Context: an optimization exercise on an open-source flow, tuned for small area, a short achievable clock period and few clock cycles. The choices shown serve that exercise and are no tape-out recipe.
Where RTL was checked, it was by simulation tests only, not by an equivalence proof against the original.
Power figures rest on the tool's default switching activity, not on a simulated workload.

the baseline:
// top_arrhythmia
module top_arrhythmia #(parameter BITSIZE = 16) (
    input wire  clk,
    input wire  reset,
    input wire  [BITSIZE*10-1:0]   x,
    output wire [BITSIZE*6-1:0]    out_intermediate,
    output wire [BITSIZE*1-1:0] out_zvar,
    output wire [BITSIZE*1-1:0] out_zmean,
    output wire [BITSIZE*1-1:0] out_sampling,
    output wire [BITSIZE*6-1:0]    out_hidden_classifier,
    output wire [BITSIZE*2-1:0]    y,
    output wire done_flag_out
);
export LEC_CHECK = 0
export ABC_AREA = 1
export CAP_MARGIN = 20
export CORE_MARGIN = 2
export CORE_UTILIZATION = 50
export PLACE_DENSITY = 0.7
export SLEW_MARGIN = 20
create_clock -name core_clock -period 12.0 [get_ports {clk}]
standard.sh (not shown) runs the stock make flow with config.mk's settings and CLKGATE_MAP_FILE= SYNTH_SCRIPT=/design/flow/synth_recipe.tcl, a recipe that flattens the netlist after the stock synthesis.
==> flow/flow/run.sh <==
#!/bin/bash
# The standard layout (standard synthesis, floorplan, placement, CTS,
# routing) with two changes to how it is made; the SDC, the synthesis and
# every other step are the standard flow's own:
#  - ORFS's setup repair aims at a shorter period than the constraint's:
#    repair_timing gets a setup margin of flow/margin ns;
#  - the port buffers that buffer_ports inserts on every input and output
#    are sky130_fd_sc_hd__buf_2 (resized later as timing needs).
set -euo pipefail
export SETUP_SLACK_MARGIN=$(cat flow/margin)
export BUFFER_PORTS_ARGS="-buffer_cell sky130_fd_sc_hd__buf_2"
bash standard.sh > flow_standard.log 2>&1
==> flow/flow/margin <==
8.3
### the baseline -> the candidate
--- a/flow/design.v
+++ b/flow/design.v
@@ -9,13 +9,13 @@
     output wire [BITSIZE*6-1:0]    out_hidden_classifier,
     output wire [BITSIZE*2-1:0]    y,
     output wire done_flag_out
 );
     reg [5:0] tr;
     reg       done;
-    wire [24:0] osel = srcdec(tr);
+    reg [24:0] osel;
     function [24:0] srcdec(input [5:0] t);
         begin
             srcdec = 25'd0;
             case (t)
                 6'd0: srcdec[0] = 1'b1;
                 6'd1: srcdec[1] = 1'b1;
@@ -63,14 +63,14 @@
                 6'd45: srcdec[17] = 1'b1;
                 6'd46: srcdec[16] = 1'b1;
                 default: ;
             endcase
         end
     endfunction
-    wire preload, acc_en, ylast, zwe, h1we0, h1we1, h1we2, h3we0, h3we1, h3we2;
-    wire [7:0] bsel;    
+    reg preload, acc_en, ylast, zwe, h1we0, h1we1, h1we2, h3we0, h3we1, h3we2;
+    reg [7:0] bsel;    
     function [7:0] bdec(input [5:0] t);
         begin
             bdec = {t == 6'd43, t == 6'd42, t == 6'd41, t == 6'd40, t == 6'd32, t == 6'd22, t == 6'd12, t == 6'd2};
         end
     endfunction
     function [9:0] ctldec(input [5:0] t);
@@ -83,20 +83,24 @@
         end
     endfunction
     always @(posedge clk or posedge reset) begin
         if (reset) begin
             tr   <= 6'd1;
             done <= 1'b0;
+            osel <= srcdec(6'd1);
+            {preload, acc_en, ylast, zwe, h1we0, h1we1, h1we2, h3we0, h3we1, h3we2} <= ctldec(6'd1);
+            bsel <= bdec(6'd1);
         end else if (!done) begin
             tr   <= tr + 6'd1;
+            osel <= srcdec(tr + 6'd1);
+            {preload, acc_en, ylast, zwe, h1we0, h1we1, h1we2, h3we0, h3we1, h3we2} <= ctldec(tr + 6'd1);
+            bsel <= bdec(tr + 6'd1);
             if (tr == 6'd49) done <= 1'b1;
         end
     end
     assign done_flag_out = done;
-    assign {preload, acc_en, ylast, zwe, h1we0, h1we1, h1we2, h3we0, h3we1, h3we2} = ctldec(tr);
-    assign bsel = bdec(tr);
     reg [14:0] h1_0, h1_1, h1_2, h1_3, h1_4, h1_5;
     reg [14:0] h3_0, h3_1, h3_2, h3_3, h3_4, h3_5;
     reg [15:0] zmean_r, zvar_r;
     reg        zsign_r;
     reg [15:0] accA, accB;
     reg        accfA, accfB;
Notes after the runs:
Cell type of the slowest stage on the worst timing path = sky130_fd_sc_hd__dfxtp_1: the candidate; cell type of the slowest stage on the worst timing path = sky130_fd_sc_hd__nor2_1: the baseline
Compared with the baseline, the candidate ends up with more cell area.
Lower total power among the candidate and the baseline: the candidate
Summary of the candidate over the baseline: global-route usage rose 0.17 points, fraction of area in registers increased 2.0 points.
| proportion of power drawn by combinational gates | the candidate vs the baseline | 3.0 points lower |
Summary of the candidate over the baseline: fraction of the core area covered by cells at the end of the flow shows no meaningful change, total routed wirelength shows an increase of 0.70%.
Testbench counts of the candidate, summed over its fixed seeds: cycles 60,000.
The RTL of the baseline was laid out without a check of its function.

Setup of 09-05:
top_arrhythmia, a different RTL version from the one above (not shown whole).
For scale: about 490 flip-flops, ~440 I/O pins, roughly 34,000 µm² of cells after synthesis.
==> flow/config.mk <==
export PLATFORM = sky130hd
export DESIGN_NAME = top_arrhythmia
export DESIGN_NICKNAME = top_arrhythmia
export VERILOG_FILES = /design/flow/design.v
export SDC_FILE = /design/flow/constraint.sdc
export NUM_CORES = 4
export LEC_CHECK = 0
export ABC_CLOCK_PERIOD_IN_PS = 3000
export CAP_MARGIN = 20
export CORE_MARGIN = 2
export CORE_UTILIZATION = 40
export PLACE_DENSITY = 0.6
export SLEW_MARGIN = 20
==> flow/constraint.sdc <==
create_clock -name core_clock -period 12.0 [get_ports {clk}]
set_input_delay 2.4000 -clock core_clock [delete_from_list [all_inputs] [get_ports {clk}]]
set_output_delay 2.4000 -clock core_clock [all_outputs]
set_load 0.01 [all_outputs]
==> flow/flow/run.sh <==
#!/bin/bash
# The standard layout (standard synthesis, floorplan, placement, CTS,
# routing), with ORFS's setup repair aiming at a shorter period than the
# constraint's: repair_timing gets a setup margin of MARGIN ns. The SDC,
# the synthesis and every other step are the standard flow's own.
set -euo pipefail
export SETUP_SLACK_MARGIN=$(cat flow/margin)
bash standard.sh > flow_standard.log 2>&1
==> flow/flow/margin <==
8.7
Here is what was changed in the inputs of 11-25 compared with 09-05.
--- a/flow/design.v
+++ b/flow/design.v
@@ -282,33 +282,40 @@
             6'd42: begin biasB = 16'h019d; biasB_s = 1'b0; end
             6'd43: begin biasB = 16'hfb0d; biasB_s = 1'b1; end
             default: begin biasB = 16'h0000; biasB_s = 1'b0; end
         endcase
     end
     sat_acc accuA (.acc(accA), .accf(accfA), .q(qA), .qc(qcA), .v(vA), .s(sA), .mag(mA), .relu(rA));
     sat_acc accuB (.acc(accB), .accf(accfB), .q(qB), .qc(qcB), .v(vB), .s(sB), .mag(mB), .relu(rB));
     always @(posedge clk) begin
-        if (acc_en) begin
-            accA  <= preload ? biasA : ylast ? {sA, mA} : vA;
-            accB  <= preload ? biasB : ylast ? {sB, mB} : vB;
-            accfA <= preload ? biasA_s : sA;
-            accfB <= preload ? biasB_s : sB;
+        if (reset) begin
+            accA <= 16'h0000; accB <= 16'h0000; accfA <= 1'b0; accfB <= 1'b0;
+            zmean_r <= 16'h0000; zvar_r <= 16'h0000; zsign_r <= 1'b0;
+            h1_0 <= 15'd0; h1_1 <= 15'd0; h1_2 <= 15'd0; h1_3 <= 15'd0; h1_4 <= 15'd0; h1_5 <= 15'd0;
+            h3_0 <= 15'd0; h3_1 <= 15'd0; h3_2 <= 15'd0; h3_3 <= 15'd0; h3_4 <= 15'd0; h3_5 <= 15'd0;
+        end else begin
+            if (acc_en) begin
+                accA  <= preload ? biasA : ylast ? {sA, mA} : vA;
+                accB  <= preload ? biasB : ylast ? {sB, mB} : vB;
+                accfA <= preload ? biasA_s : sA;
+                accfB <= preload ? biasB_s : sB;
+            end
+            if (h1we0) begin h1_0 <= rA; h1_1 <= rB; end
+            if (h1we1) begin h1_2 <= rA; h1_3 <= rB; end
+            if (h1we2) begin h1_4 <= rA; h1_5 <= rB; end
+            if (zwe) begin
+                zmean_r <= {sA, mA};
+                zsign_r <= vA[15];
+                zvar_r  <= {sB, mB};
+            end
+            if (h3we0) begin h3_5 <= rA; h3_4 <= rB; end
+            if (h3we1) begin h3_3 <= rA; h3_2 <= rB; end
+            if (h3we2) begin h3_1 <= rA; h3_0 <= rB; end
         end
-        if (h1we0) begin h1_0 <= rA; h1_1 <= rB; end
-        if (h1we1) begin h1_2 <= rA; h1_3 <= rB; end
-        if (h1we2) begin h1_4 <= rA; h1_5 <= rB; end
-        if (zwe) begin
-            zmean_r <= {sA, mA};
-            zsign_r <= vA[15];
-            zvar_r  <= {sB, mB};
-        end
-        if (h3we0) begin h3_5 <= rA; h3_4 <= rB; end
-        if (h3we1) begin h3_3 <= rA; h3_2 <= rB; end
-        if (h3we2) begin h3_1 <= rA; h3_0 <= rB; end
     end
     assign out_intermediate = {1'b0, h1_5, 1'b0, h1_4, 1'b0, h1_3, 1'b0, h1_2, 1'b0, h1_1, 1'b0, h1_0};
     assign out_hidden_classifier = {1'b0, h3_5, 1'b0, h3_4, 1'b0, h3_3, 1'b0, h3_2, 1'b0, h3_1, 1'b0, h3_0};
     assign out_zmean = zmean_r;
     assign out_zvar = zvar_r;
     assign out_sampling = {zsign_r, zmean_r[14:0]};
     assign y = {accA, accB};
 endmodule
Findings:
Measured against each other, 11-25 and 09-05 differ in y dimension of the die, the higher figure coming from 11-25. Compared with 09-05, 11-25 has extra setup slack. Taking 11-25 over 09-05, the number of clock buffer instances in the layout ratio works out to 1.06. In the tables for 11-25 and 09-05, initial core utilization reads lower with 11-25. Delta (11-25 minus 09-05): post-synthesis instance area went up about 0.8%, post-CTS resize count went up 32%, area overhead of the layout relative to synthesis went up 6.0 points. When 11-25 is measured against 09-05, its clock group total power turns out about 3% higher. 09-05 vs 11-25, most common cell after layout, fill and taps aside: a22oi_1 vs buf_4. Between 11-25 and 09-05, the difference in number of primary I/O pins is negligible. [diff] total half-perimeter wirelength after legalization and detailed placement, 11-25 relative to 09-05: regression.
Testbench counts of 11-25, summed over its fixed seeds: cycles 61,200.
The RTL of 09-05 was laid out without a check of its function.

-- what the ideal ports hide --
How much do the figures lean on ideal ports? The routed layouts below were timed once more, with nothing changed but the port constraints. Step 1: set_driving_cell puts a clkbuf_16 on clk and a buf_2 on each other input, an assumption about the parent block. Step 2 also shifts input and output timing later by t, the mid clock arrival at the registers, as if the neighbouring blocks saw the same clock. Slacks: ideal / step 1 / step 2; pairs: ideal / step 1.
| run | t, ns | slack for setup (ns) | latest minus earliest clock arrival (ns) |
|---|---|---|---|
| the baseline | 0.671 | 8.263 / 8.221 / 7.624 | 0.065 / 0.065 |
| the candidate | 0.693 | 8.276 / 8.210 / 7.656 | 0.048 / 0.048 |
| 09-05 | 0.711 | 8.144 / 8.072 / 7.861 | 0.059 / 0.058 |
| 11-25 | 0.698 | 8.314 / 8.246 / 7.786 | 0.072 / 0.072 |
After both steps setup and hold are still met in every run listed. For the baseline, which loses most, drivers alone change the setup slack by -0.042 ns; drivers and shift together by -0.639 ns.
